This design comes from an exercise in tuning for small area and a short achievable clock period on the open sky130 flow, not from production work. In this exercise RTL edits were held to simulation tests only and were not proved equivalent to the original. No driver is modelled on the clock port, so clock power and skew are understated where the tree is cut down; a real chip needs a root buffer or a tree. Power and IR drop assume default switching activity.

Design axi_csr_fifo_top, start of the top module:
module axi_csr_fifo_top #(
    parameter ADDR_WIDTH = 12,
    parameter DATA_WIDTH = 32,
    parameter FIFO_DEPTH = 16
)(
    input  wire                         ACLK,
    input  wire                         ARESETn,
    input  wire [ADDR_WIDTH - 1:0]      S_AXI_AWADDR,
    input  wire                         S_AXI_AWVALID,
    output wire                         S_AXI_AWREADY,
    input  wire [DATA_WIDTH - 1:0]      S_AXI_WDATA,
    input  wire [(DATA_WIDTH/8) - 1:0]  S_AXI_WSTRB,
    input  wire                         S_AXI_WVALID,
    output wire                         S_AXI_WREADY,
    output wire [1:0]                   S_AXI_BRESP,
    output wire                         S_AXI_BVALID,
    input  wire                         S_AXI_BREADY,
    input  wire [ADDR_WIDTH - 1:0]      S_AXI_ARADDR,
    input  wire                         S_AXI_ARVALID,
    output wire                         S_AXI_ARREADY,
    output wire [DATA_WIDTH - 1:0]      S_AXI_RDATA,
    output wire [1:0]                   S_AXI_RRESP,
    output wire                         S_AXI_RVALID,
    input  wire                         S_AXI_RREADY,
    input  wire                         wr_en,
    input  wire                         rd_en,
    input  wire [DATA_WIDTH - 1:0]      data_in,
    output reg  [DATA_WIDTH - 1:0]      data_out
);
    reg        wready;
    reg        aw_en;
    reg        bvalid;
    reg        aw_bad;       
    reg [31:0] control;
    wire accept  = !wready && S_AXI_AWVALID && S_AXI_WVALID && aw_en;
    wire wr_fire = wready && S_AXI_AWVALID && S_AXI_WVALID;
  ...
Size: about 1300 cells after synthesis, roughly 660 flip-flops, about 24000 sq um of cells after synthesis.
clock: 5.0 ns
lec_check: 0
cap_margin: 20
core_margin: 2
core_utilization: 36
setup_slack_margin: 3.05
slew_margin: 20
standard.sh (not shown) runs the stock make flow with config.mk's settings and CLKGATE_MAP_FILE= SYNTH_SCRIPT=/design/flow/synth_recipe.tcl, a recipe that flattens the netlist after the stock synthesis.
==> flow/flow/run.sh <==
#!/bin/bash
# The standard layout (standard.sh), with two changes:
#  - ports are buffered with buf_2 instead of the default pick;
#  - the clock tree is a balanced two-level tree built by flow/pre_cts.tcl:
#    the clock port feeds 4 root buffers (buf_12), which feed 28 leaf
#    buffers (clkbuf_16), each driving an equal-sized spatial cluster of
#    flip-flops. The standard clock_tree_synthesis call is skipped; the rest
#    of the CTS step (timing repair, legalisation) runs as usual.
# Each step's full log is in orfs/logs/; standard.sh's own output goes to
# standard.log.
set -euo pipefail
here=$(pwd)
export PRE_CTS_TCL=$here/flow/pre_cts.tcl
export BUFFER_PORTS_ARGS="-buffer_cell sky130_fd_sc_hd__buf_2"
bash standard.sh > standard.log 2>&1
Other scripts of this flow, unchanged in this note and not shown: flow/flow/clock_tree.tcl, flow/flow/pre_cts.tcl
Change:
CORE_UTILIZATION = 42   (was 36)
SETUP_SLACK_MARGIN = 3.15   (was 3.05)
TNS_END_PERCENT = 5   (was unset)
- The new run went through all stages and came out clean
- fmax rises by 2.4%
- die area falls by 14%
- global-route usage rises by 3.1 points
- combinational power stays flat
- flip-flop and latch count stays the same
- power is about the same
- synthesized area is unchanged
- worst hold slack gets worse by 6.4 ps
- register-to-register slack gets better by 60 ps
Change:
--- a/flow/flow/run.sh
+++ b/flow/flow/run.sh
@@ -3 +3 @@
-#  - ports are buffered with buf_2 instead of the default pick;
+#  - ports are buffered with buf_1 (upsized later where timing needs it);
@@ -14 +14 @@
-export BUFFER_PORTS_ARGS="-buffer_cell sky130_fd_sc_hd__buf_2"
+export BUFFER_PORTS_ARGS="-buffer_cell sky130_fd_sc_hd__buf_1"
SETUP_SLACK_MARGIN = 3.05   (was 3.15)
TNS_END_PERCENT = unset   (was 5)
Result: Via count fell by a few percent; die area is unchanged; power barely changes; routed wire length fell by a few percent; cell count fell slightly; final area fell slightly; sequential cell count stays the same; worst setup slack got worse by 5.5 ps; sequential power stays flat; first-iteration DRC count fell by a quarter to a third; clock skew stays flat.
No run of this note takes its clock network from TritonCTS; it comes from the design's own scripts or RTL.

* * *

Setup of red:
The RTL this note starts from:
==> flow/design.v <==
`timescale 1ns / 1ps
module axi_csr_fifo_top #(
    parameter ADDR_WIDTH = 12,
    parameter DATA_WIDTH = 32,
    parameter FIFO_DEPTH = 16
)(
    input  wire                         ACLK,
    input  wire                         ARESETn,
    input  wire [ADDR_WIDTH - 1:0]      S_AXI_AWADDR,
    input  wire                         S_AXI_AWVALID,
    output wire                         S_AXI_AWREADY,
    input  wire [DATA_WIDTH - 1:0]      S_AXI_WDATA,
    input  wire [(DATA_WIDTH/8) - 1:0]  S_AXI_WSTRB,
    input  wire                         S_AXI_WVALID,
    output wire                         S_AXI_WREADY,
    output wire [1:0]                   S_AXI_BRESP,
    output wire                         S_AXI_BVALID,
    input  wire                         S_AXI_BREADY,
    input  wire [ADDR_WIDTH - 1:0]      S_AXI_ARADDR,
    input  wire                         S_AXI_ARVALID,
    output wire                         S_AXI_ARREADY,
    output wire [DATA_WIDTH - 1:0]      S_AXI_RDATA,
    output wire [1:0]                   S_AXI_RRESP,
    output wire                         S_AXI_RVALID,
    input  wire                         S_AXI_RREADY,
    input  wire                         wr_en,
    input  wire                         rd_en,
    input  wire [DATA_WIDTH - 1:0]      data_in,
    output reg  [DATA_WIDTH - 1:0]      data_out
);
    reg        wready;
    reg        aw_en;
    reg        bvalid;
    reg        bresp1;
    reg        aw_is0;       
    reg [31:0] control;
    wire accept  = !wready && S_AXI_AWVALID && S_AXI_WVALID && aw_en;
    wire wr_fire = wready && S_AXI_AWVALID && S_AXI_WVALID;
    wire bhs     = bvalid && S_AXI_BREADY;
    always @(posedge ACLK or negedge ARESETn) begin
        if (!ARESETn) begin
            wready <= 1'b0;
            aw_en  <= 1'b1;
            bvalid <= 1'b0;
        end else begin
            wready <= accept;
            if (accept)
                aw_en <= 1'b0;
            else if (bhs)
                aw_en <= 1'b1;
            if (wr_fire && !bvalid)
                bvalid <= 1'b1;
            else if (bhs)
                bvalid <= 1'b0;
        end
    end
    always @(posedge ACLK) begin
        if (accept)
            aw_is0 <= (S_AXI_AWADDR == 12'h000);
        if (wr_fire && !bvalid)
            bresp1 <= !aw_is0;
    end
    integer b;
    always @(posedge ACLK or negedge ARESETn) begin
        if (!ARESETn)
            control <= 32'h0;
        else if (wr_fire && aw_is0)
            for (b = 0; b < 4; b = b + 1)
                if (S_AXI_WSTRB[b])
                    control[b*8 +: 8] <= S_AXI_WDATA[b*8 +: 8];
    end
    assign S_AXI_AWREADY = wready;
    assign S_AXI_WREADY  = wready;
    assign S_AXI_BVALID  = bvalid;
    assign S_AXI_BRESP   = {bresp1, 1'b0};
    reg [31:0] mem [0:15];
    reg [15:0] wsel, rsel;
    reg [4:0]  level;
    reg        empty;
    reg        wok, rok;     
    wire       cs   = control[0];
    wire       full = level[4];
    wire       we   = wr_en && wok;
    wire       re   = rd_en && rok;
    wire cs_next    = (wr_fire && aw_is0 && S_AXI_WSTRB[0]) ? S_AXI_WDATA[0] : cs;
    wire full_next  = (we && !re) ? (level == 5'd15) : (re && !we) ? 1'b0 : full;
    wire empty_next = (we && !re) ? 1'b0 : (re && !we) ? (level == 5'd1) : empty;
    always @(posedge ACLK or negedge ARESETn) begin
        if (!ARESETn) begin
            wsel  <= 16'h0001;
            rsel  <= 16'h0001;
            level <= 5'd0;
            empty <= 1'b1;
            wok   <= 1'b0;
            rok   <= 1'b0;
        end else begin
            wok <= cs_next && !full_next;
            rok <= cs_next && !empty_next;
            if (we) wsel <= {wsel[14:0], wsel[15]};
            if (re) rsel <= {rsel[14:0], rsel[15]};
            if (we && !re) begin
                level <= level + 5'd1;
                empty <= 1'b0;
            end else if (re && !we) begin
                level <= level - 5'd1;
                empty <= (level == 5'd1);
            end
        end
    end
    integer k;
    always @(posedge ACLK)
        for (k = 0; k < 16; k = k + 1)
            if (we && wsel[k])
                mem[k] <= data_in;
    reg [31:0] rd_word;
    always @(*) begin
        rd_word = 32'h0;
        for (k = 0; k < 16; k = k + 1)
            rd_word = rd_word | ({32{rsel[k]}} & mem[k]);
    end
    always @(posedge ACLK or negedge ARESETn) begin
        if (!ARESETn)
            data_out <= 32'h0;
        else if (re)
            data_out <= rd_word;
    end
    reg        arready;
    reg        rvalid;
    reg        rresp1;
    reg        ar_is0, ar_is4, ar_is8;    
    reg [31:0] rdata;
    wire ar_take = !arready && S_AXI_ARVALID && !rvalid;
    wire rd_fire = arready && S_AXI_ARVALID && !rvalid;
    wire ar_lo   = (S_AXI_ARADDR[11:4] == 8'h00) && (S_AXI_ARADDR[1:0] == 2'b00);
    always @(posedge ACLK)
        if (ar_take) begin
            ar_is0 <= ar_lo && (S_AXI_ARADDR[3:2] == 2'd0);
            ar_is4 <= ar_lo && (S_AXI_ARADDR[3:2] == 2'd1);
            ar_is8 <= ar_lo && (S_AXI_ARADDR[3:2] == 2'd2);
        end
    wire [31:0] status_v = {16'd0, 3'd0, level, 6'd0, full, empty};
    wire [31:0] level_v  = {27'd0, level};
    wire [31:0] rd_val   = ({32{ar_is0}} & control) |
                           ({32{ar_is4}} & status_v) |
                           ({32{ar_is8}} & level_v);
    always @(posedge ACLK or negedge ARESETn) begin
        if (!ARESETn) begin
            arready <= 1'b0;
            rvalid  <= 1'b0;
        end else begin
            arready <= ar_take;
            if (rd_fire)
                rvalid <= 1'b1;
            else if (rvalid && S_AXI_RREADY)
                rvalid <= 1'b0;
        end
    end
    always @(posedge ACLK)
        if (rd_fire) begin
            rdata  <= rd_val;
            rresp1 <= !(ar_is0 || ar_is4 || ar_is8);
        end
    assign S_AXI_ARREADY = arready;
    assign S_AXI_RVALID  = rvalid;
    assign S_AXI_RDATA   = rdata;
    assign S_AXI_RRESP   = {rresp1, 1'b0};
endmodule
clock: 5.0 ns
lec_check: 0
cap_margin: 20
core_margin: 2
core_utilization: 42
setup_slack_margin: 3.1
slew_margin: 20
==> flow/flow/run.sh <==
#!/bin/bash
# The standard layout (standard.sh), with two changes:
#  - ports are buffered with buf_2 instead of the default pick;
#  - the clock tree is a balanced two-level tree built by flow/pre_cts.tcl:
#    the clock port feeds 4 root buffers (buf_12), which feed 32 leaf
#    buffers (clkbuf_16), each driving a spatial cluster of about 20
#    flip-flops. The standard clock_tree_synthesis call is skipped; the rest
#    of the CTS step (timing repair, legalisation) runs as usual.
# Each step's full log is in orfs/logs/; standard.sh's own output goes to
# standard.log.
set -euo pipefail
here=$(pwd)
export PRE_CTS_TCL=$here/flow/pre_cts.tcl
export BUFFER_PORTS_ARGS="-buffer_cell sky130_fd_sc_hd__buf_2"
bash standard.sh > standard.log 2>&1
==> flow/flow/clock_tree.tcl <==
# Two-level clock tree built before the standard CTS step, which is then
# skipped: clock port -> NROOT root buffers -> NLEAF leaf buffers -> flops.
# Flops are split into NLEAF spatial clusters of (nearly) equal size, each
# driven by one leaf buffer at its centre; leaves are split the same way
# among the root buffers. Every flop sees the same two buffer stages.

proc ct_centres {pts k} {
  # k-means seeds spread along the sorted point list
  set n [llength $pts]
  set cs {}
  for {set i 0} {$i < $k} {incr i} { lappend cs [lindex $pts [expr {int(($i + 0.5) * $n / $k)}]] }
  return $cs
}

# Capacity-limited k-means: every cluster gets at most cap points, 10%
# over the average so that no point is pushed into a far cluster.
proc ct_cluster {pts k iters} {
  set n [llength $pts]
  set cap [expr {int(ceil(1.1 * $n / $k))}]
  set cs [ct_centres [lsort -real -index 0 $pts] $k]
  set asg {}
  for {set it 0} {$it < $iters} {incr it} {
    set pairs {}
    set j 0
    foreach p $pts {
      lassign $p x y
      set c 0
      foreach q $cs {
        lassign $q cx cy
        lappend pairs [list [expr {($x-$cx)*($x-$cx)+($y-$cy)*($y-$cy)}] $j $c]
        incr c
      }
      incr j
    }
    set pairs [lsort -real -index 0 $pairs]
    set asg [lrepeat $n -1]
    set cnt [lrepeat $k 0]
    set left $n
    foreach pr $pairs {
      lassign $pr d j c
      if {[lindex $asg $j] >= 0 || [lindex $cnt $c] >= $cap} continue
      lset asg $j $c
      lset cnt $c [expr {[lindex $cnt $c] + 1}]
      if {[incr left -1] == 0} break
    }
    set sx [lrepeat $k 0.0]; set sy [lrepeat $k 0.0]
    set j 0
    foreach p $pts {
      set a [lindex $asg $j]
      lset sx $a [expr {[lindex $sx $a] + [lindex $p 0]}]
      lset sy $a [expr {[lindex $sy $a] + [lindex $p 1]}]
      incr j
    }
    set ncs {}
    for {set c 0} {$c < $k} {incr c} {
      set m [lindex $cnt $c]
      if {$m > 0} {
        lappend ncs [list [expr {[lindex $sx $c] / $m}] [expr {[lindex $sy $c] / $m}]]
      } else {
        lappend ncs [lindex $cs $c]
      }
    }
    set cs $ncs
  }
  return [list $asg $cs]
}

proc ct_place {inst xy} {
  lassign $xy x y
  set m [$inst getMaster]
  $inst setLocation [expr {int($x - [$m getWidth] / 2)}] [expr {int($y - [$m getHeight] / 2)}]
  $inst setPlacementStatus PLACED
}

proc ct_build {clkport nleaf nroot leafbuf rootbuf} {
  set db [ord::get_db]
  set block [ord::get_db_block]
  set clknet [$block findNet $clkport]
  set sinks {}
  set pts {}
  foreach it [$clknet getITerms] {
    set bb [[$it getInst] getBBox]
    lappend sinks $it
    lappend pts [list [expr {([$bb xMin] + [$bb xMax]) / 2.0}] [expr {([$bb yMin] + [$bb yMax]) / 2.0}]]
  }
  puts "clock_tree: [llength $sinks] sinks, $nleaf leaves, $nroot roots"
  lassign [ct_cluster $pts $nleaf 12] asg cs
  set leaves {}
  for {set c 0} {$c < $nleaf} {incr c} {
    set inst [odb::dbInst_create $block [$db findMaster $leafbuf] "clkbuf_leaf_$c"]
    ct_place $inst [lindex $cs $c]
    set net [odb::dbNet_create $block "clknet_leaf_$c"]
    $net setSigType CLOCK
    [$inst findITerm X] connect $net
    lappend leaves $inst
  }
  set j 0
  foreach it $sinks {
    $it disconnect
    $it connect [$block findNet "clknet_leaf_[lindex $asg $j]"]
    incr j
  }
  lassign [ct_cluster $cs $nroot 12] rasg rcs
  for {set r 0} {$r < $nroot} {incr r} {
    set inst [odb::dbInst_create $block [$db findMaster $rootbuf] "clkbuf_root_$r"]
    ct_place $inst [lindex $rcs $r]
    set net [odb::dbNet_create $block "clknet_root_$r"]
    $net setSigType CLOCK
    [$inst findITerm X] connect $net
    [$inst findITerm A] connect $clknet
  }
  set j 0
  foreach l $leaves {
    [$l findITerm A] connect [$block findNet "clknet_root_[lindex $rasg $j]"]
    incr j
  }
  $clknet setSigType CLOCK
}
==> flow/flow/pre_cts.tcl <==
# Runs before the standard CTS step: build the clock tree here and turn the
# standard clock_tree_synthesis call into a no-op.
source [file join [file dirname [info script]] clock_tree.tcl]
ct_build ACLK 32 4 sky130_fd_sc_hd__clkbuf_16 sky130_fd_sc_hd__buf_12
rename clock_tree_synthesis ct_standard_cts
proc clock_tree_synthesis {args} {
  puts "clock_tree_synthesis skipped: the tree was built by pre_cts.tcl"
  set_propagated_clock [all_clocks]
}
The final layout from red, which completed every stage, passed the timing, design-rule and antenna checks at the end of the flow.
## Diff of input files: blue against red
# red
export LEC_CHECK = 0
export CAP_MARGIN = 20
export CORE_MARGIN = 2
export CORE_UTILIZATION = 42
export SETUP_SLACK_MARGIN = 3.1
export SLEW_MARGIN = 20
create_clock -name core_clock -period 5.0 [get_ports {ACLK}]
# blue
export LEC_CHECK = 0
export CAP_MARGIN = 20
export CORE_MARGIN = 2
export CORE_UTILIZATION = 42
export SETUP_SLACK_MARGIN = 3.05
export SLEW_MARGIN = 20
create_clock -name core_clock -period 5.0 [get_ports {ACLK}]
diff --git a/flow/flow/run.sh b/flow/flow/run.sh
--- a/flow/flow/run.sh
+++ b/flow/flow/run.sh
@@ -4,4 +4,4 @@
 #  - the clock tree is a balanced two-level tree built by flow/pre_cts.tcl:
-#    the clock port feeds 4 root buffers (buf_12), which feed 32 leaf
-#    buffers (clkbuf_16), each driving a spatial cluster of about 20
+#    the clock port feeds 4 root buffers (buf_12), which feed 28 leaf
+#    buffers (clkbuf_16), each driving an equal-sized spatial cluster of
 #    flip-flops. The standard clock_tree_synthesis call is skipped; the rest
diff --git a/flow/flow/clock_tree.tcl b/flow/flow/clock_tree.tcl
--- a/flow/flow/clock_tree.tcl
+++ b/flow/flow/clock_tree.tcl
@@ -14,7 +14,6 @@
 
-# Capacity-limited k-means: every cluster gets at most cap points, 10%
-# over the average so that no point is pushed into a far cluster.
+# Capacity-limited k-means: every cluster gets at most cap points.
 proc ct_cluster {pts k iters} {
   set n [llength $pts]
-  set cap [expr {int(ceil(1.1 * $n / $k))}]
+  set cap [expr {int(ceil(double($n) / $k))}]
   set cs [ct_centres [lsort -real -index 0 $pts] $k]
diff --git a/flow/flow/pre_cts.tcl b/flow/flow/pre_cts.tcl
--- a/flow/flow/pre_cts.tcl
+++ b/flow/flow/pre_cts.tcl
@@ -3,3 +3,3 @@
 source [file join [file dirname [info script]] clock_tree.tcl]
-ct_build ACLK 32 4 sky130_fd_sc_hd__clkbuf_16 sky130_fd_sc_hd__buf_12
+ct_build ACLK 28 4 sky130_fd_sc_hd__clkbuf_16 sky130_fd_sc_hd__buf_12
 rename clock_tree_synthesis ct_standard_cts
==> comparison <==
blue: all stages complete, timing, DRC and antenna checks passed. Taking red as the reference, in blue clock power now sits lower, clock input transition at the sequential cells of the worst setup and hold paths closely matched the old numbers, cell area lower, total number of tap cells did not really move. Going from red to blue, pin count of the biggest net entering global routing shrank by more than 10%. red -> blue: met3 track demand over resource flat. When blue is set beside red, its final critical-path required period turns out to be 59 ps smaller. A type of the worst setup path of reg2reg is what red shows, while reg2out belongs to blue.
Setup changes, blue to green
# blue
export LEC_CHECK = 0
export CAP_MARGIN = 20
export CORE_MARGIN = 2
export CORE_UTILIZATION = 42
export SETUP_SLACK_MARGIN = 3.05
export SLEW_MARGIN = 20
create_clock -name core_clock -period 5.0 [get_ports {ACLK}]
# green
export LEC_CHECK = 0
export CAP_MARGIN = 20
export CORE_MARGIN = 2
export CORE_UTILIZATION = 42
export SETUP_SLACK_MARGIN = 3.1
export SLEW_MARGIN = 20
create_clock -name core_clock -period 5.0 [get_ports {ACLK}]
## What came out
- green vs blue, setup slack went up by 10 ps.
- NOTE: final cycle utilization of the critical path in green falls short of that of blue
- Diff green..blue | die area | unchanged
- Sequential share of layout area delta for green relative to blue: 1.1 points lower
- green gives more share of layout cells above drive strength 1 than blue did.
- Taking green over blue, the post-cts repair resize count ratio works out to 2.0.
- Higher wire length on met2 goes to green over blue.
- blue → green: shortest period the worst path allows went down 10 ps, achievable frequency went up 0.54%.
> inputs changed (green -> orange)
# green
export LEC_CHECK = 0
export CAP_MARGIN = 20
export CORE_MARGIN = 2
export CORE_UTILIZATION = 42
export SETUP_SLACK_MARGIN = 3.1
export SLEW_MARGIN = 20
create_clock -name core_clock -period 5.0 [get_ports {ACLK}]
# orange
export LEC_CHECK = 0
export CAP_MARGIN = 20
export CORE_MARGIN = 2
export CORE_UTILIZATION = 42
export SETUP_SLACK_MARGIN = 3.05
export SLEW_MARGIN = 20
create_clock -name core_clock -period 5.0 [get_ports {ACLK}]
diff --git a/flow/flow/clock_tree.tcl b/flow/flow/clock_tree.tcl
--- a/flow/flow/clock_tree.tcl
+++ b/flow/flow/clock_tree.tcl
@@ -2,3 +2,3 @@
 # skipped: clock port -> NROOT root buffers -> NLEAF leaf buffers -> flops.
-# Flops are split into NLEAF spatial clusters of (nearly) equal size, each
+# Flops are split into NLEAF spatial clusters of equal size (up to one), each
 # driven by one leaf buffer at its centre; leaves are split the same way
@@ -44,2 +44,3 @@
     }
+    if {$it >= $iters - 2} { set asg [ct_swap $pts $asg $cs $k] }
     set sx [lrepeat $k 0.0]; set sy [lrepeat $k 0.0]
@@ -64,2 +65,50 @@
   return [list $asg $cs]
+}
+
+# Pairwise swaps between clusters that shorten the summed point-to-centre
+# distance; sizes stay the same, and points the greedy pass pushed into a
+# far cluster are traded back towards their own area.
+proc ct_dist {p c} {
+  lassign $p x y
+  lassign $c cx cy
+  return [expr {abs($x - $cx) + abs($y - $cy)}]
+}
+proc ct_swap {pts asg cs k} {
+  set n [llength $pts]
+  for {set pass 0} {$pass < 4} {incr pass} {
+    set members {}
+    for {set c 0} {$c < $k} {incr c} { lappend members {} }
+    for {set j 0} {$j < $n} {incr j} {
+      set a [lindex $asg $j]
+      lset members $a [concat [lindex $members $a] $j]
+    }
+    set moved 0
+    for {set j 0} {$j < $n} {incr j} {
+      set p [lindex $pts $j]
+      set a [lindex $asg $j]
+      set dpa [ct_dist $p [lindex $cs $a]]
+      set best 0.0; set bq -1; set bb -1
+      for {set b 0} {$b < $k} {incr b} {
+        if {$b == $a} continue
+        set gain0 [expr {$dpa - [ct_dist $p [lindex $cs $b]]}]
+        if {$gain0 <= $best} continue
+        foreach q [lindex $members $b] {
+          set qp [lindex $pts $q]
+          set g [expr {$gain0 + [ct_dist $qp [lindex $cs $b]] - [ct_dist $qp [lindex $cs $a]]}]
+          if {$g > $best} { set best $g; set bq $q; set bb $b }
+        }
+      }
+      if {$bq >= 0} {
+        lset asg $j $bb
+        lset asg $bq $a
+        set mj [lsearch -exact [lindex $members $a] $j]
+        lset members $a [lreplace [lindex $members $a] $mj $mj $bq]
+        set mq [lsearch -exact [lindex $members $bb] $bq]
+        lset members $bb [lreplace [lindex $members $bb] $mq $mq $j]
+        incr moved
+      }
+    }
+    if {$moved == 0} break
+  }
+  return $asg
 }
==> summary.txt <==
- Wire length after detailed routing: orange vs green down 3.6 mm
- Relative to green, global-route usage has decreased by 0.97 points in orange.
- Compare orange and green | area growth from synthesis to layout higher: green
- In the tables for orange and green, total area of multi-input combinational cells reads lower with orange.
- When orange is set beside green, its met3 routed wirelength turns out to be about 18% smaller.
No run of this note takes its clock network from TritonCTS; it comes from the design's own scripts or RTL.

static timing again, ports no longer ideal:
How much do the figures lean on ideal ports? The routed layouts below were timed once more, with nothing changed but the port constraints. Step 1 assumes that a clkbuf_16 drives the clock port and a buf_2 every other input. Step 2 moves the port delays by t, midway between the first and last clock arrival at a register: inputs arrive t later, outputs are due t later. That takes back most of the time a late clock gives input paths. a / b / c = no drivers / after step 1 / after step 2; a / b = the first two.
run | shift t [ns] | slack for setup (ns) | worst hold slack (ns) | latest minus earliest clock arrival (ns)
the first run of note 1 | 0.464 | 3.033 / 2.953 / 2.652 | 0.486 / 0.486 / 0.486 | 0.024 / 0.025
the second run of note 1 | 0.459 | 3.080 / 2.967 / 2.549 | 0.480 / 0.429 / 0.480 | 0.022 / 0.022
the third run of note 1 | 0.459 | 3.075 / 2.959 / 2.675 | 0.487 / 0.487 / 0.487 | 0.026 / 0.026
red | 0.466 | 2.993 / 2.912 / 2.606 | 0.474 / 0.474 / 0.474 | 0.044 / 0.044
blue | 0.471 | 3.052 / 2.924 / 2.658 | 0.486 / 0.486 / 0.486 | 0.024 / 0.023
green | 0.470 | 3.062 / 2.939 / 2.614 | 0.479 / 0.479 / 0.479 | 0.048 / 0.048
orange | 0.472 | 2.959 / 2.925 / 2.560 | 0.485 / 0.485 / 0.485 | 0.016 / 0.016
After both steps every run listed still meets setup and hold. The setup slack of the second run of note 1, which loses most, moves by -0.113 ns with the drivers and by -0.531 ns with both steps.
